Background: an optimization exercise with open tools, aiming at small area. Do not read the settings as production practice.
Function was checked by simulation only, so behaviour that the tests miss may differ from the original.
Power and IR drop assume default switching activity.

$ cat flow/flow/run.sh
#!/bin/bash
# The standard layout (standard.sh), with these changes:
#  - synthesis maps the logic with an area-oriented ABC script (flow/abc_area.script,
#    used in place of ORFS's abc_area.script; ABC does not touch the registers),
#    and leaves adders to ABC instead of extracting full/half-adder cells first;
#  - port buffers use the smallest buffer cell;
#  - clock tree synthesis inserts no dummy loads.
# The make output is in ./logs_flow/standard.log, each step's log under orfs/logs.
set -euo pipefail
here=$PWD
mkdir -p "$here/logs_flow"
rm -rf "$here/scripts_area"
cp -r "$FLOW_HOME/scripts" "$here/scripts_area"
cp "$here/flow/abc_area.script" "$here/scripts_area/abc_area.script"
bash "$here/standard.sh" SCRIPTS_DIR="$here/scripts_area" ADDER_MAP_FILE= \
     BUFFER_PORTS_ARGS="-buffer_cell sky130_fd_sc_hd__buf_1" \
     CTS_ARGS="-sink_clustering_enable -repair_clock_nets -sink_clustering_size 16 -sink_clustering_max_diameter 60 -buf_list sky130_fd_sc_hd__clkbuf_8 -dont_use_dummy_load" \
     finish > "$here/logs_flow/standard.log" 2>&1
$ cat flow/flow/abc_area.script
strash
balance
rewrite
refactor
balance
rewrite
rewrite -z
balance
refactor -z
rewrite -z
balance
dch -f
amap -F 4 -A 8
topo
$ cat flow/standard.sh
#!/bin/bash
# synth_recipe.tcl (not shown) runs the flow's synth.tcl, then flattens the netlist and writes it again
# the make line also repeats each setting of config.mk as NAME=value (left out here)
make -C /OpenROAD-flow-scripts/flow DESIGN_CONFIG=/design/flow/config.mk WORK_HOME=/design/flow/orfs CLKGATE_MAP_FILE= SYNTH_SCRIPT=/design/flow/synth_recipe.tcl "${@:-finish}"
$ cat flow/config.mk
export PLATFORM = sky130hd
export DESIGN_NAME = k580vm80a
export DESIGN_NICKNAME = k580vm80a
export VERILOG_FILES = /design/flow/design.v
export SDC_FILE = /design/flow/constraint.sdc
export NUM_CORES = 4
export LEC_CHECK = 0
export ABC_AREA = 1
export CAP_MARGIN = 20
export CORE_MARGIN = 2
export CORE_UTILIZATION = 55
export CTS_BUF_LIST = sky130_fd_sc_hd__clkbuf_8
export CTS_CLUSTER_DIAMETER = 60
export CTS_CLUSTER_SIZE = 16
export SLEW_MARGIN = 20
$ cat flow/constraint.sdc
create_clock -name core_clock -period 8.0 [get_ports {pin_clk}]
set_input_delay 1.6000 -clock core_clock [delete_from_list [all_inputs] [get_ports {pin_clk}]]
set_output_delay 1.6000 -clock core_clock [all_outputs]
set_load 0.01 [all_outputs]
$ cat flow/design.v
`timescale 1ns / 1ns
module k580vm80a
(
   input         pin_clk,        
   input         pin_f1,         
   input         pin_f2,         
   input         pin_reset,      
   output [15:0] pin_a,          
   output  [7:0] pin_dout,       
   input   [7:0] pin_din,        
   output        pin_aena,       
   output        pin_dena,       
   input         pin_hold,      
   output        pin_hlda,      
   input         pin_ready,     
   output        pin_wait,      
   input         pin_int,       
   output        pin_inte,      
   output        pin_sync,      
   output        pin_dbin,      
   output        pin_wr_n
);
wire  [7:0]    d;
reg   [7:0]    db;
wire  [7:0]    di;
reg   [15:0]   a;
wire           clk, f1, f2;
reg            abufena, db_ena, dbin_pin;
wire           dbinf2;
reg            reset;
wire           ready;
wire           dbin_ext;
reg            t404, t382, t735;
wire           t383;
wire           t773;
reg            hold, hlda_pin;
wire           hlda, h889;
reg            wr_n, t1124, sync;
wire           t1011;
wire           ready_int;
reg   [15:0]   r16_pc, r16_hl, r16_de, r16_bc, r16_sp, r16_wz, mxo;
wire  [15:0]   mxi;
wire           mxr0, mxr1, mxr2, mxr3, mxr4, mxr5;
wire           mxwh, mxwl, mxrh, mxrl, mxw16, mxwadr;
wire           dec16, inc16, iad16;
reg            xchg_dh, t3144;
wire           t1460, t1467, t1513, t1514, t1519;
wire           sy_inta, sy_wo_n, sy_hlta, sy_out, sy_m1, sy_inp, sy_memr;
wire           thalt, twt2;
reg            t1, t2, tw, t3, t4, t5;
reg            twf1;
wire           t1f1, t2f1, t3f1, t4f1, t5f1;
reg            m1, m2, m3, m4, m5;
wire           m1f1;
wire           m2f1, m3f1, m4f1, m5f1;
wire           start, ms0, ms1, m836, m839, m871;
reg            t980;
wire           t887, t953, t976;
reg            intr, inta, inte, mstart, minta;
wire           irq;
reg   [7:0]    i;
reg            i25, i14, i03;
wire           imx, acc_sel;
wire           id_op, id_io, id_in, id_popsw, id_pupsw,
               id_nop, id_lxi, id_inx, id_inr, id_dcr, id_idr, id_mvi, id_dad,
               id_dcx, id_opa, id_idm, id_hlt, id_mov, id_opm, id_pop, id_rst,
               id_cxx, id_jxx, id_rxx, id_ret, id_jmp, id_opi, id_out, id_11x,
               id_rlc, id_rxc, id_rar, id_sha, id_daa, id_cma, id_stc, id_cmc,
               id_add, id_adc, id_sub, id_sbb, id_ana, id_xra, id_ora, id_cmp,
               id_lsax, id_mvim, id_shld, id_lhld, id_mvmr, id_mvrm, id_push,
               id_xthl, id_sphl, id_pchl, id_xchg, id_call, id_eidi, id_stlda;
wire           id80, id81, id82, id83, id84, id85, id86, id00, id01,
               id02, id03, id04, id05, id06, id07, id08, id09, id10;
wire           goto, jmpflag;
reg            jmptake, tree0, tree1, tree2;
reg            t3403, t3361;
reg   [7:0]    xr, r, acc;
wire  [7:0]    x, s, c;
wire           cl, ch, daa, daa_6x, daa_x6;
wire           a398;
reg            a327, a357;
wire           alu_xout, alu_xwr, alu_xrd, alu_ald, alu_awr, alu_ard,
               alu_rld, alu_r00, alu_rwr, alu_srd, alu_zrd, alu_frd;
reg            psw_z, psw_s, psw_p, psw_c, psw_ac, tmp_c;
reg            t1497;
wire           t2222, t1993;
reg            psw_ld;
assign t1011 = t1 & ~reset;
assign t1f1  = t1 & ~reset;
assign t2f1  = t2;
assign m1f1  = m1;
assign dbinf2 = dbin_pin;
assign t383 = 1'b0;
assign t3f1  = t3;
assign t4f1  = t4;
assign t5f1  = t5;
assign m2f1  = m2;
assign m3f1  = m3;
assign m4f1  = m4;
assign m5f1  = m5;
assign t887  = hold;
assign t953  = reset;
assign t976  = t980 & m4;
assign t2222 = (t2 & m1) | (t1 & m5);
assign t1993 = t4 & m1;
assign clk        = pin_clk;
assign f1         = pin_f1;
assign f2         = pin_f2;
assign pin_a      = a;
assign pin_aena   = abufena;
assign pin_dout   = db;
assign pin_dena   = db_ena;
assign dbin_ext = dbinf2;
assign di       = pin_din;
assign d[7]    = ~reset & ~alu_zrd &
               ( dbin_ext & di[7]
               | mxrl & mxo[7]
               | mxrh & mxo[15]
               | t1f1 & sy_memr
               | alu_xrd & xr[7]
               | alu_ard & acc[7]
               | alu_frd & psw_s
               | alu_srd & s[7] );
assign d[6]    = ~reset & ~alu_zrd &
               ( dbin_ext & di[6]
               | mxrl & mxo[6]
               | mxrh & mxo[14]
               | t1f1 & sy_inp
               | alu_xrd & xr[6]
               | alu_ard & acc[6]
               | alu_frd & psw_z
               | alu_srd & s[6] );
assign d[5]    = ~reset & ~alu_zrd &
               ( dbin_ext & di[5]
               | mxrl & mxo[5]
               | mxrh & mxo[13]
               | t1f1 & sy_m1
               | alu_xrd & xr[5]
               | alu_ard & acc[5]
               | alu_frd & 1'b0
               | alu_srd & s[5] );
assign d[4]    = ~reset & ~alu_zrd &
               ( dbin_ext & di[4]
               | mxrl & mxo[4]
               | mxrh & mxo[12]
               | t1f1 & sy_out
               | alu_xrd & xr[4]
               | alu_ard & acc[4]
               | alu_frd & psw_ac
               | alu_srd & s[4] );
assign d[3]    = ~reset & ~alu_zrd &
               ( dbin_ext & di[3]
               | mxrl & mxo[3]
               | mxrh & mxo[11]
               | t1f1 & sy_hlta
               | alu_xrd & xr[3]
               | alu_ard & acc[3]
               | alu_frd & 1'b0
               | alu_srd & s[3] );
assign d[2]    = ~reset & ~alu_zrd &
               ( dbin_ext & di[2]
               | mxrl & mxo[2]
               | mxrh & mxo[10]
               | t1f1 & sy_stack
               | alu_xrd & xr[2]
               | alu_ard & acc[2]
               | alu_frd & psw_p
               | alu_srd & s[2] );
assign d[1]    = ~reset & ~alu_zrd &
               ( dbin_ext & di[1]
               | mxrl & mxo[1]
               | mxrh & mxo[9]
               | t1f1 & sy_wo_n
               | alu_xrd & xr[1]
               | alu_ard & acc[1]
               | alu_frd & 1'b1
               | alu_srd & s[1] );
assign d[0]    = ~reset & ~alu_zrd &
               ( dbin_ext & di[0]
               | mxrl & mxo[0]
               | mxrh & mxo[8]
               | t1f1 & sy_inta
               | alu_xrd & xr[0]
               | alu_ard & acc[0]
               | alu_frd & psw_c
               | alu_srd & s[0] );
always @(posedge clk)
begin
   if (f2 & db_stb) db <= d;
   if (f2) abufena <=  (~twt2 | ~thalt) & ~hlda_pin;
   if (f2) db_ena <= ~reset & t851;
end
always @(posedge clk)
begin
   if (f1) t404  <= pin_reset;
   if (f2) reset <= t404;
end
assign pin_hlda = hlda_pin;
assign t773 = hlda_pin;
assign hlda = hold & (t773 | (t3 & sy_wo_n) | (~m1 & sy_hlta) | t735);
assign h889 = t2f1 | twf1;
always @(posedge clk)
begin
   if (f2)  t735 <= t712;
   if (~f2) t382 <= pin_hold;
   if (f1)  hlda_pin <= hlda;
end
always @(posedge clk)
begin
   if (reset)
      hold <= 1'b0;
   else
      if (f2)
         begin
            if (t382)
               begin
                  if (~sy_inta & h889) hold <= 1'b1;
               end
            else
               hold <= 1'b0;
         end
end
assign pin_dbin   = dbin_pin;
assign pin_wr_n   = wr_n;
assign pin_sync   = sync;
always @(posedge clk)
begin
   if (f2) dbin_pin <= t1124 & (m1f1 | ~sy_hlta);
   if (f2) sync <= ~ready_int & t1011;
   if (f1) t1124 <= (t2 | tw) & sy_wo_n;
   if (f1) wr_n <= ~(t3 | tw) | ready_int | sy_wo_n;
end
assign ready_int = (m4 | m5) & id_dad;
assign ready = ready_int | pin_ready;
assign pin_wait = twf1;
assign      t1467    = tree1 | (id04 & t4f1 & ~id_xthl);
assign      t1519    = tree2 | (id00 & t4f1 & ~id_xthl);
wire  [16:0]   mxc;
assign      mxc[0]   = iad16;
genvar gk;
generate
   for (gk = 0; gk < 16; gk = gk + 1)
   begin : g_incdec
      assign mxc[gk+1] = mxc[gk] & (a[gk] ^ dec16);
      assign mxi[gk]   = a[gk] ^ mxc[gk];
   end
endgenerate
assign      inc16    = iad16 & ~dec16;
assign      dec16    = iad16 & id05 & (t4f1 | t5f1 | m4f1 | m5f1);
assign      iad16    = ~(id00 & (t4f1 | t5f1)) & (~minta | m5 | t3144);
assign      mxw16    = t3403;
assign      mxwadr   = t3363 | (t4f1 & ~id_dad & ~id_hlt);
assign      t1513    = (t4f1 & id07) | t3335;
assign      t1514    = (t4f1 & id08) | t3361;
assign      mxrh     = t2998 | (id08 & t4f1 & ~i03);
assign      mxrl     = t3047 | (id08 & t4f1 & i03);
assign      mxwh     = t2817 | (t2806 & ~i03);
assign      mxwl     = t2819 | (t2806 & i03);
assign      mxr0     = tree0;
assign      mxr1     =  xchg_dh & (((t1513 | t1514) & (~i14 & i25)) | t1519)
                     | ~xchg_dh & (t1513 | t1514) & (i14 & ~i25);
assign      mxr2     =  xchg_dh & (t1513 | t1514) & (i14 & ~i25)
                     | ~xchg_dh & (((t1513 | t1514) & (~i14 & i25)) | t1519);
assign      mxr3     = (t1513 | t1514) & (~i14 & ~i25);
assign      mxr4     = t1467 | (t1513 & i14 & i25);
assign      mxr5     = ~(t1467 | t1513 | t1514 | t1519 | mxr0);
always @ (posedge clk)
begin
      if (f1) t3144 <= t4 | t5 | (m4 & ~id02);
      xchg_dh <= (xchg_dh & ~reset) ^ (f2 & t2 & id_xchg);
end
always @ (*)
case ({mxr0, mxr1, mxr2, mxr3, mxr4, mxr5})
   6'b100000:  mxo = r16_pc;
   6'b010000:  mxo = r16_hl;
   6'b001000:  mxo = r16_de;
   6'b000100:  mxo = r16_bc;
   6'b000010:  mxo = r16_sp;
   6'b000001:  mxo = r16_wz;
   default:    mxo = 16'h0000;
endcase
always @ (posedge clk)
if (f2)
begin
   if (mxwadr) a <= mxo;
   if (mxw16)
      begin
         if (mxr0) r16_pc <= mxi;
         if (mxr1) r16_hl <= mxi;
         if (mxr2) r16_de <= mxi;
         if (mxr3) r16_bc <= mxi;
         if (mxr4) r16_sp <= mxi;
         if (mxr5) r16_wz <= mxi;
      end
   else
      begin
         if (mxwl)
            begin
               if (mxr0) r16_pc[7:0] <= d;
               if (mxr1) r16_hl[7:0] <= d;
               if (mxr2) r16_de[7:0] <= d;
               if (mxr3) r16_bc[7:0] <= d;
               if (mxr4) r16_sp[7:0] <= d;
               if (mxr5) r16_wz[7:0] <= d;
            end
         if (mxwh)
            begin
               if (mxr0) r16_pc[15:8] <= d;
               if (mxr1) r16_hl[15:8] <= d;
               if (mxr2) r16_de[15:8] <= d;
               if (mxr3) r16_bc[15:8] <= d;
               if (mxr4) r16_sp[15:8] <= d;
               if (mxr5) r16_wz[15:8] <= d;
            end
      end
end
assign sy_hlta = id_hlt;
assign sy_m1   = m1;
assign sy_inp  = m5 & id_in;
assign sy_out  = m5 & id_out;
assign sy_inta = inta;
assign sy_memr = sy_wo_n & ~sy_inp & ~minta;
assign sy_wo_n  = m1 | m2 | m3 | (((m4 & ~id86) | (m5 & ~id85)) & ~ready_int);
always @(posedge clk)
begin
   if (f1)
      begin
      end
end
assign twt2    = (t2f1 | twf1) & ~start;
assign thalt   = ~m1 & sy_hlta;
always @(posedge clk)
begin
   if (f1)
      begin
         twf1 <= tw;
      end
   if (f2)
      begin
         t1 <= start;
         t2 <= ~start & t1f1;
         tw <= ~start & (t2f1 | twf1) & (~ready | thalt);
         t3 <= ~start & (t2f1 | twf1) &  ready & ~thalt;
         t4 <= ~start & t3f1 & ms0 & ~ms1;
         t5 <= ~start & t4f1 & ms0 & ~ms1;
      end
end
assign m836 = m1f1 & id82;
assign m839 = ~t976 | ~sy_hlta;
assign m871 = t789 | id81;
assign start = ~m839
             | t953
             | (eom & ~(hold & t887))
             | (f2 & ((~t382 & hold) | t383) & ~(twf1 | t3f1 | t4f1 | t5f1));
assign ms0 = ~reset & m839 & ~(sy_stack & ~t1f1) & ~(eom & ~m836);
assign ms1 = ~reset & m839 & ~(sy_stack & ~t1f1) & ~(m871 & ~m836) & eom;
always @(posedge clk)
begin
   if (f1)
      begin
      end
   if (f2)
      begin
         t980 <= sy_inta;
      end
end
always @(posedge clk)
begin
   if (f1)
      begin
      end
   if (f2)
      begin
         m1 <= (~ms0 & ~ms1) | (~ms1 & m1f1);
         m2 <= (~ms0 | ~ms1) & ((ms0 & m2f1) | (ms1 & m1f1));
         m3 <= (ms0 & m3f1) | (ms1 & m2f1);
         m4 <= (ms0 & m4f1) | (ms1 & m3f1) | (ms0 & ms1);
         m5 <= (ms0 & m5f1) | (ms1 & m4f1);
      end
end
assign irq = intr & inte & ~reset & ~hold;
assign pin_inte = inte;
always @(posedge clk)
begin
   if (f2) intr <= pin_int;
   if (f2) mstart <= ~ms0 & ~ms1;
   if (sy_inta) minta <= 1;
   if (f1 & t1 & m1) minta <= 0;
end
always @(posedge clk or posedge reset)
begin
   if (reset)
      begin
         inta <= 0;
         inte <= 0;
      end
   else
      begin
         if (f1)
            begin
               if (irq & ((tw & sy_hlta) | (mstart & ~id_eidi))) inta <= 1;
               if (~intr | id_eidi | (t5 & id_rst)) inta <= 0;
            end
         if (f2)
            begin
               if (t1f1 & id_eidi) inte <= i[3];
               if (t1f1 & sy_inta) inte <= 0;
            end
      end
end
function cmp
(
   input [7:0] i,
   input [7:0] c,
   input [7:0] m
);
   cmp = &(~(i ^ c) | m);
endfunction
assign imx     = ~(id_op | (id_mov & t4));
assign acc_sel = imx ? (i[5:3] == 3'b111) : (i[2:0] == 3'b111);
assign jmpflag =    (psw_c &  i14 & ~i25)     
                  | (psw_p & ~i14 &  i25)     
                  | (psw_z & ~i14 & ~i25)     
                  | (psw_s &  i14 &  i25);    
always @(posedge clk)
begin
   if (~f2 & (reset | (m1 & t3))) i <= pin_din;
   if (f1)
      begin
         i25 <= imx ? i[5] : i[2];
         i14 <= imx ? i[4] : i[1];
         i03 <= imx ? i[3] : i[0];
      end
end
assign goto    = id_rst | id_jmp | id_call | (jmptake & (id_cxx | id_jxx));
assign t1460   = (t1 & ( (m2 & id00)
                      | (m3 & id00)
                      | (m4 & (id01 | id04))
                      | (m5 & (id01 | id04)))
               | t2 & ( (m2 & id00)
                      | (m4 & id01)
                      | (m5 & id01))
               | t3 & ( (m4 & (id04 | id_sphl)))
               | t5 & ( (m1 & (id04 | id_sphl)))) & ~(~jmptake & id_cxx & t5);
always @(posedge clk)
begin
   if (f2 & t4f1)
      begin
         jmptake <= i03 ? jmpflag : ~jmpflag;
      end
   if (f1)
      begin
         tree0 <= t1 & ( (m1 & ~goto)
                       | (m2 & ~id_xthl)
                       | (m3 & ~id_xthl)
                       | (m4 & id02))
                | t2 & (  m1
                       | (m2 & ~id_xthl)
                       | (m3 & ~id_xthl)
                       | (m4 & (id02 | id_rst | id_cxx | id_call))
                       | (m5 & (id_rst | id_cxx | id_call)))
                | t3 & ( (m4 & (id_ret | id_rxx))
                       | (m5 & (id_ret | id_rxx)))
                | t5 & id_pchl;
         tree1 <= t1460;
         tree2 <= t1 & ( (m4 & (id_mov | id_idr | id_op))
                       | (m5 & id08))
                | t2 & ( (m4 & (id_shld | id00 | id_dad))
                       | (m5 & (id_shld | id00 | id_dad)))
                | t3 & ( (m4 & (id_lhld | id_dad))
                       | (m5 & (id_lhld | id_dad)))
                | t5 & m5;
         t3403 <= t2 & ( (m1 | m2)
                       | (m3 & ~id_xthl)
                       | ((m4 | m5) & ~id_dad & ~id09))
                | t3 & m4 & id09
                | t5 & (m5 | (m1 & ~id08));
         t3361 <= t1 & m4 & id_lsax
                | t2 & id10 & ~sy_wo_n
                | t3 & id10 & sy_wo_n & (m4 | m5)
                | t5 & id08 & m1;
      end
end
assign id_nop     = cmp(i, 8'b00xxx000, 8'b00111000);
assign id_lxi     = cmp(i, 8'b00xx0001, 8'b00110000);
assign id_lsax    = cmp(i, 8'b000xx010, 8'b00011000);
assign id_inx     = cmp(i, 8'b00xx0011, 8'b00110000);
assign id_inr     = cmp(i, 8'b00xxx100, 8'b00111000);
assign id_dcr     = cmp(i, 8'b00xxx101, 8'b00111000);
assign id_idr     = cmp(i, 8'b00xxx10x, 8'b00111001);
assign id_mvi     = cmp(i, 8'b00xxx110, 8'b00111000);
assign id_dad     = cmp(i, 8'b00xx1001, 8'b00110000);
assign id_dcx     = cmp(i, 8'b00xx1011, 8'b00110000);
assign id_opa     = cmp(i, 8'b00xxx111, 8'b00111000);
assign id_idm     = cmp(i, 8'b0011010x, 8'b00000001);
assign id_stlda   = cmp(i, 8'b0011x010, 8'b00001000);
assign id_mvim    = cmp(i, 8'b00110110, 8'b00000000);
assign id_shld    = cmp(i, 8'b00100010, 8'b00000000);
assign id_lhld    = cmp(i, 8'b00101010, 8'b00000000);
assign id_mvmr    = cmp(i, 8'b01110xxx, 8'b00000111) & ~id_hlt;
assign id_mvrm    = cmp(i, 8'b01xxx110, 8'b00111000) & ~id_hlt;
assign id_hlt     = cmp(i, 8'b01110110, 8'b00000000);
assign id_mov     = cmp(i, 8'b01xxxxxx, 8'b00111111);
assign id_op      = cmp(i, 8'b10xxxxxx, 8'b00111111);
assign id_opm     = cmp(i, 8'b10xxx110, 8'b00111000);
assign id_pop     = cmp(i, 8'b11xx0001, 8'b00110000);
assign id_push    = cmp(i, 8'b11xx0101, 8'b00110000);
assign id_rst     = cmp(i, 8'b11xxx111, 8'b00111000);
assign id_xthl    = cmp(i, 8'b11100011, 8'b00000000);
assign id_sphl    = cmp(i, 8'b11111001, 8'b00000000);
assign id_pchl    = cmp(i, 8'b11101001, 8'b00000000);
assign id_xchg    = cmp(i, 8'b11101011, 8'b00000000);
assign id_cxx     = cmp(i, 8'b11xxx100, 8'b00111000);
assign id_jxx     = cmp(i, 8'b11xxx010, 8'b00111000);
assign id_rxx     = cmp(i, 8'b11xxx000, 8'b00111000);
assign id_ret     = cmp(i, 8'b110x1001, 8'b00010000);
assign id_call    = cmp(i, 8'b11xx1101, 8'b00110000);
assign id_eidi    = cmp(i, 8'b1111x011, 8'b00001000);
assign id_jmp     = cmp(i, 8'b1100x011, 8'b00001000);
assign id_io      = cmp(i, 8'b1101x011, 8'b00001000);
assign id_opi     = cmp(i, 8'b11xxx110, 8'b00111000);
assign id_in      = cmp(i, 8'b11011011, 8'b00000000);
assign id_popsw   = cmp(i, 8'b11110001, 8'b00000000);
assign id_out     = cmp(i, 8'b11010011, 8'b00000000);
assign id_11x     = cmp(i, 8'b11xxxxxx, 8'b00111111);
assign id_pupsw   = cmp(i, 8'b11110101, 8'b00000000);
assign id_rxc     = ~i[5] & i[3] & id_opa;
assign id_sha     = ~i[5]        & id_opa;
assign id_rlc     = (i[5:3] == 3'b000) & id_opa;
assign id_rar     = (i[5:3] == 3'b011) & id_opa;
assign id_daa     = (i[5:3] == 3'b100) & id_opa;
assign id_cma     = (i[5:3] == 3'b101) & id_opa;
assign id_stc     = (i[5:3] == 3'b110) & id_opa;
assign id_cmc     = (i[5:3] == 3'b111) & id_opa;
assign id_add     = (i[5:3] == 3'b000) & (id_op | id_opi);
assign id_adc     = (i[5:3] == 3'b001) & (id_op | id_opi);
assign id_sub     = (i[5:3] == 3'b010) & (id_op | id_opi);
assign id_sbb     = (i[5:3] == 3'b011) & (id_op | id_opi);
assign id_ana     = (i[5:3] == 3'b100) & (id_op | id_opi);
assign id_xra     = (i[5:3] == 3'b101) & (id_op | id_opi);
assign id_ora     = (i[5:3] == 3'b110) & (id_op | id_opi);
assign id_cmp     = (i[5:3] == 3'b111) & (id_op | id_opi);
assign id80       = id_lxi  | id_pop   | id_opm  | id_idm  | id_dad
                  | id_xthl | id_xchg  | id_jxx  | id_ret  | id_eidi
                  | id_nop  | id_stlda | id_mvmr | id_mvrm | id_hlt
                  | id_opa  | id_mvim  | id_jmp  | id_io   | id_opi
                  | id_mvi  | id_lsax  | id_lhld | id_shld | id_op;
assign id81       = id_dcx  | id_inx   | id_sphl | id_pchl | id_xchg
                  | id_eidi | id_nop   | id_opa  | id_op   | id_mov
                  | (id_idr & ~id82);
assign id82       = id_pop  | id_push  | id_opm  | id_idm  | id_dad
                  | id_rst  | id_ret   | id_rxx  | id_mvrm | id_mvmr
                  | id_hlt  | id_mvim  | id_io   | id_opi  | id_mvi
                  | id_lsax;
assign id83       = id_opm  | id_stlda | id_mvmr | id_mvrm | id_opi
                  | id_mvi  | id_lsax;
assign id84       = id_lxi  | id_jxx   | id_jmp;
assign id85       = id_push | id_idm   | id_rst  | id_xthl | id_cxx
                  | id_call | id_mvim  | id_shld | (id_io & ~i[3]);
assign id86       = id_push | id_rst   | id_xthl | id_cxx  | id_call
                  | id_mvmr | id_shld  | (~i[3] & (id_lsax | id_stlda));
assign id00       = id_xthl   | id_pchl  | id_sphl;
assign id01       = id_pop    | id_rxx   | id_ret;
assign id02       = id_mvi    | id_opi   | id_io;
assign id03       = id_rst    | id_push  | id_xthl | id_cxx  | id_call;
assign id04       = id_rst    | id_push  | id_xthl | id_cxx  | id_call;
assign id05       = id_rst    | id_push  | id_xthl | id_cxx  | id_call | id_dcx;
assign id06       = id_pop    | id_rxx   | id_ret  | id_dad  | id_lhld | id_io;
assign id07       = id_dcx    | id_inx   | id_lxi  | id_dad;
assign id08       = id_mov    | id_mvi   | id_idr  | id_op;
assign id09       = id_rst    | id_push  | id_xthl | id_cxx  | id_call | id_shld;
assign id10       = id_pop    | id_push  | id_mvrm | id_mvi;
assign alu_xwr  =  (a327 | t4f1 & (id_rst | id_out | ~id_11x));
assign alu_xout = ~(id_sub | id_sbb | id_cmp | id_cma);
assign alu_xrd  = t1698 | a358;
assign x = alu_xout ? xr : ~xr;
assign alu_ald = t2222 & ( id_adc | id_add | id_daa | id_xra | id_sbb
                         | id_sub | id_ana | id_ora | id_sha | id_cma);
assign alu_ard = t1375 | a398;
assign alu_awr = t1497 | a357;
assign alu_r00 = id_dcr & t4f1;
assign alu_srd = t1668;
assign alu_rwr = t1780;
assign alu_rld = t4f1 & (id_sha | id_op | id_opi);
assign daa = id_daa & t4f1;
assign daa_x6 = (acc[3] & (acc[2] | acc[1])) | psw_ac;
assign daa_6x = ((acc[3] & (acc[2] | acc[1])) & acc[4] & acc[7])
              | (acc[7] & (acc[6] | acc[5])) | tmp_c;
assign s  = {7'b0000000, id_rlc & c[7]}
          | ((id_rxc | id_ora | id_ana | id_xra) ? 8'h00 : (x ^ r ^ {c[6:0], cl}))
          | (id_rxc  ? {ch, r[7:1]} : 8'h00)
          | (id_ora  ? (x | r) : 8'h00)
          | (id_ana  ? (x & r) : 8'h00)
          | (id_xra  ? (x ^ r) : 8'h00);
assign cl = tmp_c & ~id_daa & ~id_rlc & ~id_ora & ~id_xra & ~id_rxc;
assign ch = tmp_c & id_rar | r[0] & ~id_rar;
assign c[0] = (r[0] & x[0]) | (cl & (r[0] | x[0]));
assign c[1] = (r[1] & x[1]) | (c[0] & (r[1] | x[1]));
assign c[2] = (r[2] & x[2]) | (c[1] & (r[2] | x[2]));
assign c[3] = (r[3] & x[3]) | (c[2] & (r[3] | x[3]));
assign c[4] = (r[4] & x[4]) | (c[3] & (r[4] | x[4]));
assign c[5] = (r[5] & x[5]) | (c[4] & (r[5] | x[5]));
assign c[6] = (r[6] & x[6]) | (c[5] & (r[6] | x[6]));
assign c[7] = (r[7] & x[7]) | (c[6] & (r[7] | x[7]));
assign alu_frd = t2046;  
assign alu_zrd = m1f1 & t3f1;
assign a398 = t1993 & ((t1994 & id08) | id_opa | id_stlda | id_lsax | id_io);
always @(posedge clk)
begin
   if (f1)
      begin
         t1497 <= t3 & m5 & id_popsw;
         a327  <= t3 & m4 & ~(id_dad | id_out | id_rst)
                | t2 & (m4 | m5) & id_dad;
         a357  <= t3 & m5 & (id_io | id_mvim) & sy_wo_n
                | t3 & m4 & (id_stlda | id_lsax | id_mvmr) & sy_wo_n
                | acc_sel & id08 & (t5 & m1 | t3 & m4);
         psw_ld   <= t3 & m4 & id_popsw;
      end
end
always @(posedge clk)
begin
   if (f2)
      begin
         if (alu_xwr) xr <= id_rst ? (i & 8'b00111000) : d;
         if (alu_awr) acc <= d;
         if (alu_ald) acc <= s;
         if (alu_rld) r <= acc;
         if (alu_rwr) r <= d;
         if (alu_r00) r <= 8'hff;
         if (daa)
            begin
               r[1] <= daa_x6;
               r[2] <= daa_x6;
               r[5] <= daa_6x;
               r[6] <= daa_6x;
            end
         if (psw_ld)
            begin
               psw_c  <= d[0];  
               psw_p  <= d[2];
               psw_ac <= d[4];
               psw_z  <= d[6];
               psw_s  <= d[7];
            end
         if (psw_wr)
            begin
               psw_p  <= ~(^s);
               psw_ac <= (c[3] & ~id_xra & ~id_ora & ~id_rxc) | (id_ana & (x[3] | r[3]));
               psw_z  <= ~(|s);
               psw_s  <= s[7];
            end
         if (t2222)
            begin
               if (id_xra | id_stc | id_ora | id_ana | id_cmc)
                  psw_c <= ~tmp_c;
               if (id_cmp | id_sbb | id_sub)
                  psw_c <= ~(t2133 | id_rxc & x[0]);
               if (id_dad | id_sha | id_adc | id_add)
                  psw_c <= t2133 | id_rxc & x[0];
            end
         if (daa & daa_6x)
                  psw_c <= 1'b1;
         if (t2175)
            tmp_c <= psw_c;
         if (t4f1)
            begin
               if (id_sbb)
                  tmp_c <= ~psw_c;
               if (id_inr | id_ora | id_xra | id_ana | id_cmp | id_sub)
                  tmp_c <= 1'b1;
               if (id_dad | id_cma | id_dcr | id_add | id_stc)
                  tmp_c <= 1'b0;
            end
      end
end
wire           db_stb, t851, t712, sy_stack, eom, t789, t2806, t2817, t2819, t3047, t2998, t3363, t3335, t1375, t1698, t1668, t1780, a358, psw_wr, t2046, t1994, t2133, t2175;
assign db_stb = t1 | (~sy_wo_n & t2);
assign t851 = t1 | (~sy_wo_n & (t2 | tw | t3));
assign t712 = ~sy_wo_n & t3;
assign sy_stack = (t1 & t1460)
                   | (t3 & m3 & id_cxx & ~jmptake)
                   | (t5 & m1 & id_rxx & ~jmptake);
assign eom = t5
              | t4 & m1 & id80
              | t3 & m2
              | t3 & m3
              | t3 & m4
              | t3 & m5 & ~id_xthl;
assign t789 = (id84 & m3) | (id83 & ~id_mvim & m4) | m5;
assign t2806 = id08 & ((t3 & m4) | (t5 & m1));
assign t2817 = reset | (t3 & (m1 | m3 | (m4 & id_io) | (m5 & id06)));
assign t2819 = reset | (t3 & (m2 | (m4 & id06) | (m5 & id_rst)));
assign t3047 = m4 & (t1 | t2) & id_dad
                | t2 & ((m4 & id_shld) | (m5 & id03));
assign t2998 = (t1 | t2) & m5 & id_dad
                | t2 & ((m5 & id_shld) | (m4 & id03));
assign t3363 = t1 & (m1 | m2 | m3 | ((m4 | m5) & ~id_hlt & ~id_dad));
assign t3335 = id07 & ((t1 & (m4 | m5)) | (t3 & (m2 | m3)) | t5);
assign t1375 = t2 & m4 & id_pupsw;
assign t1698 = t5 & m1 & ~id_inr & ~id_dcr
                | t3 & m5 & id_rst;
assign t1668 = t2 & m5 & (id_inr | id_dcr)
                | t3 & m5 & id_dad
                | t3 & m4 & id_dad
                | t5 & m1 & (id_inr | id_dcr);
assign t1780 = t3 & m1
                | t1 & (m4 | m5) & id_dad;
assign a358 = t2 &  ~sy_wo_n & (id_io | id_mvim | id_stlda | id_lsax | id_mvmr);
assign psw_wr = t2 & m1 & (id_opi | id_inr | id_dcr | id_daa | id_op);
assign t2046 = t2 & m5 & id_pupsw;   
assign t1994 = acc_sel;
assign t2133 = ~id_rxc & c[7];
assign t2175 = t3 & m1
                   | t2 & m5 & id_dad;
endmodule
==> flow_metrics.tcl, run 1 <==
set metrics [dict create \
    ys_async_sr_fraction 0.00985 \
    worstSetupEndpointType "flip-flop" \
    cts_root_buffer "clkbuf_8" \
    combPwrFrac 0.189 \
    arrival_ns 7.64 \
    cp_max_fo 15 \
    area_delta_synth_final_pct 9.43 \
    grt_pass1_wl_um 52400 \
    stdcell_area_sq_um 11400 \
    max_freq_mhz 137 \
    hold_viol 0 \
    core_sq_um 18600 \
    endpoint "r16_de[15]" \
    instances_no_fill 1375 \
    crit_top_cell "o221ai_1" \
    h-tree-depth 1 \
    maxCapViolCount 0 \
    synth_commonest_cells "edfxtp_1, clkinv_1, nor2_1" \
    crit_slowest_cell "edfxtp_1" \
    start_util 0.560 \
    hold_path.class "reg -> async" \
    switchingPower_uw 720 \
    outcome "complete, no violations" \
    yosysTopAreaCell "edfxtp_1" \
    worst_clock_skew_ns 0.0660 \
    final_nets 1158 \
    antenna_cells 0 \
    grt_max_degree 25 \
    die_x_um 142 \
    grt-ovfl-total 0 \
    clockBufferDepth 3 \
    dp_hpwl_um 26600 \
    fin_crit_sh 0.913 \
    netlist_area_sq_um 10400 \
    clk_pin_slew_ns 0.11 \
    setup_tns_ns 0 \
    insertion_delay_ns 0.55 \
    pre_cts_ws_ns -0.0422 \
    slowest_delay_ns 0.42 \
    setup_violations 0 \
    dr_wl_met2_um 15600 \
    worstSetupPathType "reg -> reg" \
    yosysMostFrequentCell "edfxtp_1" \
    startpoint_type "flip-flop" \
    ys_ff_latch 203 \
    worst_pin_slew_ns 1.07 \
    firstDrtPassIters 7 \
    finalWirelength_um 35700 \
    ir_worst_vdd_uv 188 \
    antenna_found_initial 0 \
    regToRegEndpoint "r16_de[15]" \
    yosysSeqAreaShare 0.580 \
    whs_ns 0.413 \
    dr_total_vias 9421 \
    clockPowerShare 0.238 \
    die_h_um 142 \
    dpl_cell_area_sq_um 11100 \
    num_rows 50 \
    setup_slack_ns 0.696 \
    yosys-top-cells-area "edfxtp_1, clkinv_1, nor2_1" \
    maxUsedRoutingLayer "met4" \
    r2r_slack_ns 0.70 \
    p_sw_frac 0.309 \
    crit_start "i[7]" \
    period_needed_ns 7.30 \
    io_pins 47 \
    dominantRegCellSynth "edfxtp_1" \
    place_congestion 1.01 \
    avgSynthCellArea_sq_um 9.96 \
    post_cts_buffers 0 \
    first_iter_violations 1525 \
    reg2reg_from "i[7]" \
    ant_nets 0 \
    post-route-drc-count 0 \
    cts_tree "yes" \
    synth_top_area_frac 0.569 \
    total_power_mw 2.33 \
    required_ns 8.33 \
    port-buffer-count 46 \
    cts_made_buffers 19 \
    p_leak_nw 3.64 \
    reg2reg_depth 29 \
    clock-sinks 203 \
    cts_hold_buffers 0 \
    wl_met1_um 14100 \
    utilization 0.613 \
    wl_met3_um 4410 \
    placedCellCount 1356 \
    first_global_vias 8734 \
    drive_gt1_frac 0.0491 \
    internal_power_mw 1.61 \
    maxSlewViolCount 0 \
    wl_per_cell_um 26.0 \
    seq_power_share 0.573 \
    yosys_warnings 1 \
    dieArea_sq_um 20100 \
    synth_cells 1048 \
    via_per_inst 6.85 \
    max_slew_margin 0.282 \
    synth_edf_count 198 \
    post_cts_resized 1 \
    grt.total_usage 0.352 \
    p_per_area_nw_per_um2 204 \
    syn_nets 1063 \
    ys_types 46 \
]
## critical path: cells and delay by family (launching register included)
kind,cells,cell delay (ns)
AO/OA/AOI/OAI,18,4.89
XOR/XNOR,1,0.18
buffers and inverters,5,0.72
flip-flops,1,0.42
AND/OR/NAND/NOR,5,0.90
## sequential cells by signal, indices dropped and copies added, names as in the netlist, 16 cells and up
| name | cells |
|---|---|
| r16_sp | 16 |
| r16_pc | 16 |
| r16_hl | 16 |
| a | 16 |
| r16_bc | 16 |
| r16_wz | 16 |
| r16_de | 16 |
## how the worst min path moves through the flow
| stage | start | slack, ns | end | cells after the start |
|---|---|---|---|---|
| after global routing | t404 | 0.44 | reset | 0 |
| final | reset | 0.41 | inte | 1 |
| after CTS | reset | 0.43 | inte | 1 |
| after global placement | reset | 0.40 | inta | 1 |
| after floorplan | reset | 0.24 | inta | 1 |
| after detailed placement | reset | 0.40 | inta | 1 |
## power groups by stage
stage	combinational (mW)	sequential [mW]	clock, mW
4_1_cts	0.427	1.33	0.557
3_5_place_dp	0.425	1.35	0
5_1_grt	0.476	1.34	0.584
3_3_place_gp	0.423	1.35	0
2_1_floorplan	0.255	1.34	0
6_report	0.440	1.34	0.554
## kinds of logic (layout without fill, tap and decap cells)
group | count (synthesis) | after routing | share of synthesized area
AOI/OAI and AO/OA | 341 | 341 | 0.220
and+or+nand+nor | 337 | 337 | 0.139
DFF | 203 | 203 | 0.580
buffers and inverters | 165 | 258 | 0.0593
xor gates and xnor gates | 2 | 2 | 0.00168
## cell usage in the layout, fill, tap and decap left out, drive strengths merged, types with 4 or more instances in the layout
cell type  Yosys  final
or2            6      6
nor2b          6      6
a21boi        13     13
nand3         13     13
nor3          37     37
edfxtp       198    198
nor2         160    160
clkinv       165    164
nand4          4      4
o22ai         40     40
clkbuf         0     19
nor4          15     15
a22oi          4      4
a221oi         9      9
o2111ai        5      5
nand2         80     80
o221ai        37     37
a222oi        26     26
a31oi         17     17
buf            0     74
o211ai         8      8
or3           12     12
a21oi         44     44
a211oi         7      7
o21ai        100    100
## final cells by class
| cell class | instances | area [sq um] |
|---|---|---|
| Sequential cell | 203 | 6060 |
| Tap cell | 234 | 293 |
| Multi-Input combinational cell | 680 | 3810 |
| Timing Repair Buffer | 74 | 383 |
| Inverter | 165 | 619 |
| Fill cell | 1599 | 7220 |
| Clock buffer | 19 | 262 |
## metal layers
layer  vias to the layer above  track usage
met4                         0        0.132
met3                       133       0.0641
met5                         -            0
met2                       713        0.538
li1                       4181            -
met1                      4394        0.507
==> inputs of run 2 (changes only) <==
==> flow/flow/abc_area.script (replaced) <==
strash
ifraig
balance
rewrite
refactor
balance
rewrite
rewrite -z
balance
refactor -z
rewrite -z
balance
dc2
dch -f
amap -F 4 -A 8
strash
balance
rewrite
refactor
balance
rewrite
rewrite -z
balance
refactor -z
rewrite -z
balance
dch -f
amap -F 4 -A 8
strash
balance
rewrite
refactor
balance
rewrite
rewrite -z
balance
refactor -z
rewrite -z
balance
dch -f
amap -F 4 -A 8
topo
--- a/flow/config.mk
+++ b/flow/config.mk
@@ -13,3 +13,4 @@
 export CTS_CLUSTER_DIAMETER = 60
 export CTS_CLUSTER_SIZE = 16
+export GPL_TIMING_DRIVEN = 0
 export SLEW_MARGIN = 20
==> run 2 against run 1 <==
  * Still clean
  * Non-clock buffer count fell by 19
  * Via count decreased by 4.5%
  * Wire length down 5.4%
  * Synthesized cell count down 4.1%
==> flow_metrics.tcl, run 2 <==
set metrics [dict create \
    worst-path-stages 28 \
    firstDrtPassIters 9 \
    final_nets 1095 \
    worstSetupPathType "reg -> reg" \
    whs_ns 0.378 \
    p_per_area_nw_per_um2 206 \
    hold_viol 0 \
    cts_made_buffers 18 \
    crit_family "compound AO/OA/AOI/OAI gates" \
    dominantRegCellSynth "edfxtp_1" \
    clockBufferDepth 3 \
    reg2reg_from "i[0]" \
    setup_slack_ns 0.675 \
    cp_max_fo 11 \
    synth_top_area_frac 0.582 \
    n_fill_cell 1519 \
    placedCellCount 1289 \
    required_ns 8.33 \
    first_iter_violations 1560 \
    final_common_cell "edfxtp_1" \
    rsz0062_at_grt "no" \
    maxCapViolCount 0 \
    ant_nets 0 \
    die_x_um 140 \
    setup_tns_ns 0 \
    max_slew_margin 0.212 \
    ys_async_sr_fraction 0.00985 \
    io_pins 47 \
    pre_cts_ws_ns 0.479 \
    yosys-top-cells-area "edfxtp_1, nor2_1, clkinv_1" \
    antenna_found_initial 0 \
    endpoint "psw_c" \
    yosysTopAreaCell "edfxtp_1" \
    period_needed_ns 7.32 \
    yosysSeqAreaShare 0.593 \
    arrival_ns 7.65 \
    dieArea_sq_um 19700 \
    ys_ff_latch 203 \
    layout_common_cells "edfxtp_1, nor2_1, clkinv_1" \
    grt-ovfl-total 0 \
    finalWirelength_um 33800 \
    synth_edf_count 198 \
    clock-sinks 203 \
    die_h_um 140 \
    cts_root_buffer "clkbuf_8" \
    wl_per_cell_um 25.8 \
    worstSetupEndpointType "flip-flop" \
    netlist_area_sq_um 10200 \
    fin_crit_sh 0.916 \
    dp_hpwl_um 25000 \
    setup_violations 0 \
    max_freq_mhz 137 \
    port-buffer-count 46 \
    antenna_cells 0 \
    ir_worst_vdd_uv 130 \
    maxSlewViolCount 0 \
    instances_no_fill 1307 \
    start_util 0.565 \
    post-route-drc-count 0 \
    h-tree-depth 1 \
    grt_pass1_wl_um 50300 \
    post_cts_resized 0 \
    r2r_slack_ns 0.68 \
    cp_num_buf_inv 7 \
    worst_clock_skew_ns 0.0902 \
    core_sq_um 18100 \
    clk_pin_slew_ns 0.11 \
    p_leak_nw 3.54 \
    grt.total_usage 0.339 \
    crit_start "i[0]" \
    place_congestion 1.04 \
    grt_max_degree 30 \
    reg2reg_depth 28 \
    avgSynthCellArea_sq_um 10.2 \
    ys_types 44 \
    crit_top_cell "clkinv_1" \
    cts_tree "yes" \
    post_cts_buffers 0 \
    synth_commonest_cells "edfxtp_1, nor2_1, clkinv_1" \
    yosysMostFrequentCell "edfxtp_1" \
    total_power_mw 2.28 \
    regToRegEndpoint "psw_c" \
    startpoint_type "flip-flop" \
    yosys_warnings 1 \
    first_global_vias 8407 \
    outcome "complete, no violations" \
    drive_gt1_frac 0.0399 \
    area_delta_synth_final_pct 8.50 \
    cts_hold_buffers 0 \
    insertion_delay_ns 0.56 \
    synth_cells 1005 \
    dr_total_vias 8995 \
    worst_pin_slew_ns 1.18 \
    hold_path.class "reg -> async" \
    slowest_delay_ns 0.66 \
    syn_nets 1020 \
    via_per_inst 6.88 \
    num_rows 49 \
    crit_slowest_cell "edfxtp_1" \
]
-- run 2: changes by cell type after synthesis, sizes merged, moves of 6 or more --
cell / change
a21boi: -11
a222oi: +14
nor3: +6
nor4: -10
nand2: +9
nor2: +6
clkinv: -29
o21ai: -6
o221ai: -9
or3: -6
-- run 2: kinds of logic (layout without fill, tap and decap cells) --
logic type / count (synthesis) / in the layout / share of synthesized area
AND/OR/NAND/NOR: 336 / 336 / 0.137
flip-flops: 203 / 203 / 0.593
XOR/XNOR: 2 / 2 / 0.00172
buffers and inverters: 136 / 209 / 0.0500
AO/OA/AOI/OAI: 328 / 328 / 0.219
-- run 2: metrics by stage --
stage	util	cell area, sq um
after floorplan	-	10200
after global placement	0.590	10700
after detailed placement	0.597	10800
after CTS	0.611	11000
after global routing	0.613	11100
final	0.613	11100
-- run 2: layout make-up --
cell class / instances / area [sq um] / share of cell area
repair buffers: 55 / 256 / 0.0231
flip-flops and latches: 203 / 6060 / 0.547
clock buffers: 18 / 248 / 0.0224
well taps: 229 / 287 / 0.0259
multi-input cells: 666 / 3720 / 0.336
inverters: 136 / 510 / 0.0461
-- run 2: worst min path at each step --
stage	endpoint	slack, ns	depth (start not counted)
floorplan	inta	0.25	1
CTS	inta	0.38	1
finish	inte	0.38	1
global route	inte	0.40	1
detailed placement	inte	0.41	1
global placement	reset	0.40	0
-- run 2: routing by layer --
metal | GRT usage | vias up | wire length [um] | share of wire
met4 | 0.139 | 0 | 1620 | 0.048
met2 | 0.529 | 656 | 15000 | 0.44
met5 | 0 | - | 0 | 0
met3 | 0.0684 | 133 | 3930 | 0.12
met1 | 0.470 | 4187 | 13200 | 0.39
li1 | - | 4019 | - | -
-- run 2: power breakdown --
| part | internal (mW) | leakage, nW | total [mW] | switching [mW] |
|---|---|---|---|---|
| combinational | 0.113 | 1.46 | 0.412 | 0.299 |
| clock | 0.202 | 0.129 | 0.536 | 0.333 |
| sequential | 1.27 | 1.95 | 1.33 | 0.0558 |
==> inputs of run 3 (changes only) <==
--- a/flow/flow/run.sh
+++ b/flow/flow/run.sh
@@ -15,4 +15,4 @@
 bash "$here/standard.sh" SCRIPTS_DIR="$here/scripts_area" ADDER_MAP_FILE= \
      BUFFER_PORTS_ARGS="-buffer_cell sky130_fd_sc_hd__buf_1" \
-     CTS_ARGS="-sink_clustering_enable -repair_clock_nets -sink_clustering_size 16 -sink_clustering_max_diameter 60 -buf_list sky130_fd_sc_hd__clkbuf_8 -dont_use_dummy_load" \
+     CTS_ARGS="-sink_clustering_enable -repair_clock_nets -sink_clustering_size 10 -sink_clustering_max_diameter 40 -buf_list sky130_fd_sc_hd__clkbuf_4 -dont_use_dummy_load" \
      finish > "$here/logs_flow/standard.log" 2>&1
==> flow/flow/abc_area.script (replaced) <==
strash
balance
rewrite
refactor
balance
rewrite
rewrite -z
balance
refactor -z
rewrite -z
balance
dch -f
amap -F 4 -A 8
topo
--- a/flow/config.mk
+++ b/flow/config.mk
@@ -9,8 +9,7 @@
 export CAP_MARGIN = 20
 export CORE_MARGIN = 2
-export CORE_UTILIZATION = 55
-export CTS_BUF_LIST = sky130_fd_sc_hd__clkbuf_8
-export CTS_CLUSTER_DIAMETER = 60
-export CTS_CLUSTER_SIZE = 16
-export GPL_TIMING_DRIVEN = 0
+export CORE_UTILIZATION = 65
+export CTS_BUF_LIST = sky130_fd_sc_hd__clkbuf_4
+export CTS_CLUSTER_DIAMETER = 40
+export CTS_CLUSTER_SIZE = 10
 export SLEW_MARGIN = 20
==> run 3 against run 2 <==
  * Total power is 1.1% higher
  * Non-clock buffer count is 19 higher
  * First-iteration DRC count is 34% higher
  * Wire length is 8.8% higher
  * Final area is 2.7% higher
  * Via count is 11% higher
  * Hold slack better by 0.071 ns
  * Critical path type unchanged
  * Critical endpoint is now r16_wz[15]
  * Largest power group unchanged
==> flow_metrics.tcl, run 3 <==
set metrics [dict create \
    clock-sinks 203 \
    stdcell_area_sq_um 11400 \
    yosysSeqAreaShare 0.580 \
    pre_cts_ws_ns 0.285 \
    dominantRegCellSynth "edfxtp_1" \
    grt_max_degree 30 \
    dr_total_vias 10009 \
    maxCapViolCount 0 \
    cts_made_buffers 30 \
    syn_nets 1063 \
    crit_start "i[1]" \
    synth_edf_count 198 \
    r2r_slack_ns 0.85 \
    worstSetupPathType "reg -> reg" \
    worstSetupEndpointType "flip-flop" \
    first_global_vias 9189 \
    maxSlewViolCount 0 \
    post_cts_buffers 0 \
    setup_slack_ns 0.850 \
    total_power_mw 2.30 \
    die_x_um 131 \
    period_needed_ns 7.15 \
    regToRegEndpoint "r16_wz[15]" \
    firstDrtPassIters 12 \
    p_leak_nw 3.64 \
    dpl_cell_area_sq_um 11100 \
    crit_top_cell "o221ai_1" \
    whs_path_depth 0 \
    synth_commonest_cells "edfxtp_1, clkinv_1, nor2_1" \
    worst_pin_slew_ns 0.984 \
    insertion_delay_ns 0.74 \
    die_h_um 131 \
    reg2reg_from "i[1]" \
    synth_cells 1048 \
    crit_slowest_cell "edfxtp_1" \
    n_fill_cell 1110 \
    cts_hold_buffers 0 \
    startpoint_type "flip-flop" \
    hold_path_end "reset" \
    clockBufferDepth 3 \
    final_common_cell "edfxtp_1" \
    grt.total_usage 0.432 \
    reg2reg_depth 30 \
    ant_nets 0 \
    antenna_found_initial 1 \
    drive_gt1_frac 0.0590 \
    required_ns 8.49 \
    final_nets 1169 \
    avgSynthCellArea_sq_um 9.96 \
    fin_crit_sh 0.894 \
    cp_max_fo 15 \
    area_delta_synth_final_pct 8.97 \
    layout_common_cells "edfxtp_1, clkinv_1, nor2_1" \
    setup_tns_ns 0 \
    slowest_delay_ns 0.46 \
    ir_worst_vdd_uv 184 \
    utilization 0.722 \
    finalWirelength_um 36700 \
    h-tree-depth 1 \
    min-delay-start "t404" \
    setup_violations 0 \
    yosysMostFrequentCell "edfxtp_1" \
    max_slew_margin 0.341 \
    hold_viol 0 \
    grt_pass1_wl_um 54200 \
    num_rows 46 \
    synth_top_area_frac 0.569 \
    core_sq_um 15800 \
    hold_path.class "reg -> reg" \
    cts_root_buffer "clkbuf_4" \
    dp_hpwl_um 26600 \
    max_freq_mhz 140 \
    ys_ff_latch 203 \
    post-route-drc-count 0 \
    dieArea_sq_um 17100 \
    yosys-top-cells-area "edfxtp_1, clkinv_1, nor2_1" \
    outcome "complete, no violations" \
    arrival_ns 7.64 \
    worst_clock_skew_ns 0.164 \
    rsz0062_at_grt "no" \
    yosysTopAreaCell "edfxtp_1" \
    ys_async_sr_fraction 0.00985 \
    ys_types 46 \
    start_util 0.662 \
    yosys_warnings 1 \
    grt-ovfl-total 0 \
    cts_tree "yes" \
    port-buffer-count 46 \
    io_pins 47 \
    first_iter_violations 2093 \
    place_congestion 1.06 \
    p_per_area_nw_per_um2 202 \
    post_cts_resized 0 \
    clk_pin_slew_ns 0.10 \
    wl_per_cell_um 26.8 \
    netlist_area_sq_um 10400 \
    via_per_inst 7.31 \
]
[run 3: cell count changes after synthesis, moves of 6 or more]
cell      previous run  this run
a21boi_0             2        13
or3_1                6        12
clkinv_1           136       165
nand2_1             89        80
nor3_1              43        37
nor4_1               5        15
o221ai_1            28        37
o21ai_0             94       100
a222oi_1            40        26
nor2_1             166       160
[run 3: power breakdown]
part	total [mW]	internal [mW]	switching, mW
Clock	0.504	0.170	0.334
Sequential	1.34	1.28	0.0636
Combinational	0.458	0.122	0.337
Total	2.30	1.57	0.734
[run 3: critical path: cells and delay by family, from the launching register on]
kind            cells  cell delay (ns)
compound gates     18             4.61
xor+xnor            1             0.17
buf+inv             6             0.93
simple gates        5             0.89
flops               1             0.46
[run 3: logic make-up after synthesis]
logic type | after synthesis | share of synthesized area
AO/OA/AOI/OAI | 341 | 0.220
XOR/XNOR | 2 | 0.00168
buffers and inverters | 165 | 0.0593
flip-flops | 203 | 0.580
AND/OR/NAND/NOR | 337 | 0.139
[run 3: stage by stage]
stage,hold slack [ns],std cells
after global routing,0.455,1369
after detailed placement,0.395,1337
after floorplan,0.237,1048
after CTS,0.454,1367
after global placement,0.405,1337
final,0.449,1369
[run 3: area by class of cell]
type / instances / area [sq um] / area share
Sequential cell: 203 / 6060 / 0.532
Clock buffer: 30 / 225 / 0.0198
Tap cell: 216 / 270 / 0.0237
Multi-Input combinational cell: 680 / 3830 / 0.336
Timing Repair Buffer: 74 / 380 / 0.0334
Inverter: 165 / 619 / 0.0544
Antenna cell: 1 / 2.50 / 0.000220
[run 3: layer usage]
layer  wire [um]  GRT usage
met1       13000      0.602
met2       15900      0.647
met3        5560      0.109
met4        2270      0.199
met5           0          0
[run 3: how the worst max path moves through the flow]
stage                       endpoint  slack, ns  cells after the start
final                     r16_wz[15]       0.85                     30
after global routing      r16_hl[15]       0.09                     30
after CTS                 r16_hl[15]       0.35                     30
after detailed placement  r16_sp[15]       0.28                     30
after global placement    r16_de[15]       0.77                     30
after floorplan           r16_bc[15]       0.20                     29
==> inputs of run 4 (changes only) <==
==> flow/flow/abc_area.script (replaced) <==
strash
ifraig
balance
rewrite
refactor
balance
rewrite
rewrite -z
balance
refactor -z
rewrite -z
balance
dc2
dch -f
amap -F 4 -A 8
strash
balance
rewrite
refactor
balance
rewrite
rewrite -z
balance
refactor -z
rewrite -z
balance
dch -f
amap -F 4 -A 8
strash
balance
rewrite
refactor
balance
rewrite
rewrite -z
balance
refactor -z
rewrite -z
balance
dch -f
amap -F 4 -A 8
topo
--- a/flow/config.mk
+++ b/flow/config.mk
@@ -7,9 +7,10 @@
 export LEC_CHECK = 0
 export ABC_AREA = 1
-export CAP_MARGIN = 20
+export CAP_MARGIN = 10
 export CORE_MARGIN = 2
-export CORE_UTILIZATION = 65
+export CORE_UTILIZATION = 55
 export CTS_BUF_LIST = sky130_fd_sc_hd__clkbuf_4
 export CTS_CLUSTER_DIAMETER = 40
 export CTS_CLUSTER_SIZE = 10
-export SLEW_MARGIN = 20
+export GPL_TIMING_DRIVEN = 0
+export SLEW_MARGIN = 10
==> run 4 against run 3 <==
  * Register-to-register slack got worse by 0.15 ns
  * Critical path depth shrank 1
  * Wire length down 7.5%
  * Worst setup slack worse by 0.15 ns
  * Count of clock-buffer cells in the layout unchanged
  * Synthesized cell count down 4.1%
  * Sequential power about the same
  * Clock skew shrank 0.093 ns
  * Fmax shrank 2.1%
==> flow_metrics.tcl, run 4 <==
set metrics [dict create \
    cts_made_buffers 30 \
    setup_violations 0 \
    rsz0062_at_grt "no" \
    ys_types 44 \
    clk_pin_slew_ns 0.10 \
    dieArea_sq_um 19700 \
    dr_total_vias 9055 \
    cts_root_buffer "clkbuf_4" \
    hold_path.class "reg -> async" \
    die_h_um 140 \
    yosysMostFrequentCell "edfxtp_1" \
    dp_hpwl_um 25200 \
    die_x_um 140 \
    max_freq_mhz 137 \
    clock-sinks 203 \
    syn_nets 1020 \
    antenna_found_initial 2 \
    yosysSeqAreaShare 0.593 \
    maxSlewViolCount 0 \
    synth_top_area_frac 0.582 \
    period_needed_ns 7.30 \
    worstSetupEndpointType "flip-flop" \
    worstSetupPathType "reg -> reg" \
    dominantRegCellSynth "edfxtp_1" \
    crit_slowest_cell "edfxtp_1" \
    post-route-drc-count 0 \
    num_rows 49 \
    startpoint_type "flip-flop" \
    max_slew_margin 0.150 \
    drive_gt1_frac 0.0477 \
    area_delta_synth_final_pct 8.27 \
    port-buffer-count 46 \
    grt_pass1_wl_um 51000 \
    outcome "complete, no violations" \
    final_common_cell "edfxtp_1" \
    ant_nets 0 \
    p_per_area_nw_per_um2 204 \
    slowest_delay_ns 0.53 \
    fin_crit_sh 0.913 \
    p_leak_nw 3.55 \
    worst_pin_slew_ns 1.27 \
    place_congestion 1.04 \
    insertion_delay_ns 0.71 \
    firstDrtPassIters 6 \
    placedCellCount 1290 \
    via_per_inst 6.85 \
    dpl_cell_area_sq_um 10800 \
    h-tree-depth 1 \
    wl_per_cell_um 25.7 \
    avgSynthCellArea_sq_um 10.2 \
    cts_tree "yes" \
    maxCapViolCount 0 \
    io_pins 47 \
    yosysTopAreaCell "edfxtp_1" \
    grt.total_usage 0.344 \
    synth_cells 1005 \
    first_global_vias 8519 \
    cts_hold_buffers 0 \
    final_nets 1108 \
    crit_top_cell "clkinv_1" \
    stdcell_area_sq_um 11100 \
    synth_edf_count 198 \
    cp_max_fo 9 \
    start_util 0.565 \
    instances_no_fill 1322 \
    ys_async_sr_fraction 0.00985 \
    clockBufferDepth 3 \
    arrival_ns 7.82 \
    core_sq_um 18100 \
    post_cts_buffers 0 \
    grt-ovfl-total 0 \
    first_iter_violations 1487 \
    finalWirelength_um 34000 \
    netlist_area_sq_um 10200 \
    layout_common_cells "edfxtp_1, nor2_1, clkinv_1" \
    yosys-top-cells-area "edfxtp_1, nor2_1, clkinv_1" \
    yosys_warnings 1 \
    ys_ff_latch 203 \
    required_ns 8.52 \
    synth_commonest_cells "edfxtp_1, nor2_1, clkinv_1" \
    grt_max_degree 30 \
    hold_viol 0 \
    ir_worst_vdd_uv 133 \
    worst_clock_skew_ns 0.0713 \
]
[run 4: kinds of logic after synthesis]
group,Yosys count,synth area share
AND/OR/NAND/NOR,336,0.137
AO/OA/AOI/OAI,328,0.219
flip-flops,203,0.593
buffers and inverters,136,0.0500
XOR/XNOR,2,0.00172
[run 4: path summary, 6_finish.rpt]
check	start	slack, ns	to	depth (start not counted)
setup / recovery	i[6]	0.70	psw_c	29
hold / removal	reset	0.45	inte	1
setup reg to reg	i[6]	0.70	psw_c	29
hold reg to reg	reset	0.45	inte	1
max in group asynchronous	reset	7.39	inta	1
min in group core_clock	t404	0.46	reset	0
[run 4: what timing repair did]
item,CTS,global route
endpoints found under the setup margin,0,58
resized for setup,0,5
hold endpoints to repair,0,0
[run 4: worst max-delay path: cells and delay by family (launching register included)]
family,cells,cell delay (ns)
buffers and inverters,7,1.33
AO/OA/AOI/OAI,15,3.57
AND/OR/NAND/NOR,7,1.69
flip-flops,1,0.53
[run 4: per-layer routing]
| layer | global-route usage | part of all wire |
|---|---|---|
| met1 | 0.476 | 0.39 |
| met5 | 0 | 0.00026 |
| met2 | 0.540 | 0.45 |
| met4 | 0.126 | 0.042 |
| met3 | 0.0738 | 0.12 |
[run 4: report_power, final]
part | internal [mW] | leakage (nW) | total, mW | switching [mW]
logic | 0.113 | 1.47 | 0.413 | 0.299
registers | 1.27 | 1.95 | 1.33 | 0.0561
clock network | 0.170 | 0.138 | 0.511 | 0.340
total | 1.56 | 3.55 | 2.25 | 0.696
[run 4: metrics by stage]
stage | TNS [ns] | power (mW) | hold slack, ns | setup slack, ns | utilization
finish | 0 | 2.25 | 0.452 | 0.699 | 0.611
CTS | 0 | 2.24 | 0.445 | 0.00409 | 0.610
detailed placement | 0 | 1.75 | 0.442 | 0.0784 | 0.597
floorplan | 0 | 1.58 | 0.248 | 2.24 | -
global route | 0 | 2.33 | 0.455 | 0.129 | 0.611
global placement | -27.30 | 1.74 | 0.401 | -0.383 | 0.590
[run 4: final cells by class]
cell class / instances / area, sq um
fill: 1536 / 7030
clock buffer: 30 / 225
sequential: 203 / 6060
timing repair buffer: 56 / 270
multi-input combinational: 666 / 3700
tap: 229 / 287
antenna: 2 / 5.00
inverter: 136 / 510
==> inputs of run 5 (changes only) <==
--- a/flow/design.v
+++ b/flow/design.v
@@ -44,5 +44,6 @@
 wire           mxwh, mxwl, mxrh, mxrl, mxw16, mxwadr;
 wire           dec16, inc16, iad16;
-reg            xchg_dh, t3144;
+reg            xchg_dh;
+wire           t3144;
 wire           t1460, t1467, t1513, t1514, t1519;
 wire           sy_inta, sy_wo_n, sy_hlta, sy_out, sy_m1, sy_inp, sy_memr;
@@ -249,4 +250,5 @@
 assign      dec16    = iad16 & id05 & (t4f1 | t5f1 | m4f1 | m5f1);
 assign      iad16    = ~(id00 & (t4f1 | t5f1)) & (~minta | m5 | t3144);
+assign      t3144    = t4 | t5 | (m4 & (~id02 | (t3 & t3403)));
 assign      mxw16    = t3403;
 assign      mxwadr   = t3363 | (t4f1 & ~id_dad & ~id_hlt);
@@ -267,5 +269,4 @@
 always @ (posedge clk)
 begin
-      if (f1) t3144 <= t4 | t5 | (m4 & ~id02);
       xchg_dh <= (xchg_dh & ~reset) ^ (f2 & t2 & id_xchg);
 end
==> run 5 against run 4 <==
  * Synthesized area unchanged
  * Final cell count up 0.68%
  * Sequential cell count decreased by 1
  * Die area is the same
  * Hold slack worse by 0.050 ns
  * Critical path type unchanged
  * Critical endpoint is now r16_pc[15]
  * Largest cell class unchanged
==> flow_metrics.tcl, run 5 <==
set metrics [dict create \
    grt.total_usage 0.348 \
    arrival_ns 7.92 \
    place_congestion 1.04 \
    clk_pin_slew_ns 0.10 \
    yosysSeqAreaShare 0.590 \
    maxCapViolCount 0 \
    max_freq_mhz 133 \
    cts_made_buffers 29 \
    die_h_um 140 \
    antenna_found_initial 1 \
    required_ns 8.42 \
    worst_pin_slew_ns 1.18 \
    clockBufferDepth 3 \
    post-route-drc-count 0 \
    ys_ff_latch 202 \
    setup_slack_ns 0.502 \
    synth_top_area_frac 0.579 \
    maxSlewViolCount 0 \
    grt_pass1_wl_um 51400 \
    yosys_warnings 1 \
    worstSetupEndpointType "flip-flop" \
    max_slew_margin 0.205 \
    layout_common_cells "edfxtp_1, nor2_1, clkinv_1" \
    whs_ns 0.402 \
    port-buffer-count 46 \
    setup_violations 0 \
    clock-sinks 202 \
    pre_cts_ws_ns 0.513 \
    cts_tree "yes" \
    p_leak_nw 3.56 \
    insertion_delay_ns 0.70 \
    yosysMostFrequentCell "edfxtp_1" \
    dr_total_vias 9282 \
    via_per_inst 6.97 \
    dominantRegCellSynth "edfxtp_1" \
    core_sq_um 18100 \
    crit_family "simple AND/OR/NAND/NOR gates" \
    crit_slowest_cell "nor2_1" \
    dpl_cell_area_sq_um 10800 \
    final_common_cell "edfxtp_1" \
    ys_async_sr_fraction 0.00990 \
    finalWirelength_um 34600 \
    worstSetupPathType "reg -> reg" \
    first_iter_violations 1533 \
    num_rows 49 \
    ys_types 48 \
    slowest_delay_ns 0.63 \
    utilization 0.609 \
    cts_hold_buffers 0 \
    netlist_area_sq_um 10200 \
    r2r_slack_ns 0.50 \
    dieArea_sq_um 19700 \
    synth_commonest_cells "edfxtp_1, nor2_1, clkinv_1" \
    start_util 0.565 \
    h-tree-depth 1 \
    grt_max_degree 29 \
    n_fill_cell 1573 \
    avgSynthCellArea_sq_um 10.0 \
    ir_worst_vdd_uv 185 \
    synth_edf_count 197 \
    dp_hpwl_um 25700 \
    hold_path.class "reg -> async" \
    endpoint "r16_pc[15]" \
    crit_start "i[7]" \
    firstDrtPassIters 6 \
    ant_nets 0 \
    final_nets 1117 \
    fin_crit_sh 0.937 \
    area_delta_synth_final_pct 7.94 \
    die_x_um 140 \
    cts_root_buffer "clkbuf_4" \
    yosys-top-cells-area "edfxtp_1, nor2_1, o21ai_0" \
    cp_max_fo 10 \
    worst-path-stages 29 \
    startpoint_type "flip-flop" \
    io_pins 47 \
    period_needed_ns 7.50 \
    reg2reg_depth 29 \
    p_per_area_nw_per_um2 203 \
    syn_nets 1032 \
    hold_viol 0 \
    cp_num_buf_inv 10 \
    synth_cells 1017 \
    first_global_vias 8547 \
    wl_per_cell_um 26.0 \
    yosysTopAreaCell "edfxtp_1" \
    grt-ovfl-total 0 \
    worst_clock_skew_ns 0.0607 \
    reg2reg_from "i[7]" \
    regToRegEndpoint "r16_pc[15]" \
    stdcell_area_sq_um 11000 \
    drive_gt1_frac 0.0427 \
    rsz0062_at_grt "no" \
    crit_top_cell "clkinv_1" \
    outcome "complete, no violations" \
]
run 5: cell count changes after synthesis, moves of 6 or more:
cell	before	now
nand2_1	89	99
nor2_1	166	189
o21ai_0	94	100
o221ai_1	28	22
clkinv_1	136	123
nor3_1	43	29
run 5: kinds of logic after synthesis:
logic type,after synthesis,share of synthesized area
AOI/OAI and AO/OA,326,0.215
DFF,202,0.590
xor gates and xnor gates,1,0.000858
and+or+nand+nor,365,0.149
buffers and inverters,123,0.0452
run 5: worst min path at each step:
stage	endpoint	slack [ns]	cells past startpoint
floorplan	inta	0.24	1
global placement	inta	0.38	1
detailed placement	inte	0.39	1
CTS	inte	0.40	1
global route	inte	0.43	1
finish	inte	0.40	1
run 5: layout make-up:
type	count	area (sq um)	area share
Antenna cell	2	5.00	0.000454
Sequential cell	202	6030	0.547
Inverter	123	462	0.0419
Timing Repair Buffer	54	260	0.0236
Tap cell	229	287	0.0260
Clock buffer	29	218	0.0198
Multi-Input combinational cell	692	3770	0.342
run 5: repair_timing:
action	4_1_cts	5_1_grt
gates resized for setup	0	3
hold endpoints to repair	0	0
setup endpoints to repair	0	42
buffers inserted	0	0
run 5: layer usage:
metal | part of all wire | global-route usage | up-vias
met2 | 0.44 | 0.529 | 709
met5 | 0 | 0 | -
met1 | 0.39 | 0.509 | 4360
li1 | - | - | 4092
met3 | 0.12 | 0.0574 | 121
met4 | 0.041 | 0.126 | 0
run 5: metrics by stage:
| stage | TNS, ns | total power [mW] | std cells |
|---|---|---|---|
| 2_1_floorplan | 0 | 1.58 | 1017 |
| 3_3_place_gp | -84.80 | 1.73 | 1292 |
| 3_5_place_dp | 0 | 1.75 | 1300 |
| 4_1_cts | 0 | 2.23 | 1329 |
| 5_1_grt | 0 | 2.32 | 1330 |
| 6_report | 0 | 2.24 | 1331 |
run 5: where the power goes:
part	leakage (nW)	total, mW	internal [mW]	switching [mW]
sequential	1.94	1.33	1.27	0.0636
clock	0.133	0.496	0.165	0.331
combinational	1.49	0.407	0.111	0.296
total	3.56	2.24	1.54	0.691

[static timing again, ports no longer ideal]
How much do the figures lean on ideal ports? The routed layouts below were timed once more, with nothing changed but the port constraints. Step 1 sets driving cells, clkbuf_16 on the clock port and buf_2 on the other inputs (assumed; they add their load-dependent delay and slew). Step 2 adds t to the input delays and takes it off the output delays; t is the mean of the earliest and latest rising clock arrival at the registers after step 1. Input paths then give back, and output paths get back, about the clock's delay inside the block. Slacks: ideal / step 1 / step 2; pairs: ideal / step 1.
| run | shift t [ns] | setup WS [ns] | worst setup path after step 2 | slew at the worst register clock pin (ns) | worst slew at a driven data input, ns |
|---|---|---|---|---|---|
| run 1 | 0.564 | 0.696 / 0.696 / 0.696 | register to register | 0.11 / 0.11 | 0.03 |
| run 2 | 0.555 | 0.675 / 0.675 / 0.675 | register to register | 0.11 / 0.11 | 0.07 |
| run 3 | 0.696 | 0.850 / 0.850 / 0.850 | register to register | 0.11 / 0.11 | 0.04 |
| run 4 | 0.715 | 0.699 / 0.699 / 0.699 | register to register | 0.11 / 0.11 | 0.07 |
| run 5 | 0.706 | 0.502 / 0.502 / 0.502 | register to register | 0.11 / 0.11 | 0.03 |
After both steps every run listed still meets setup and hold.
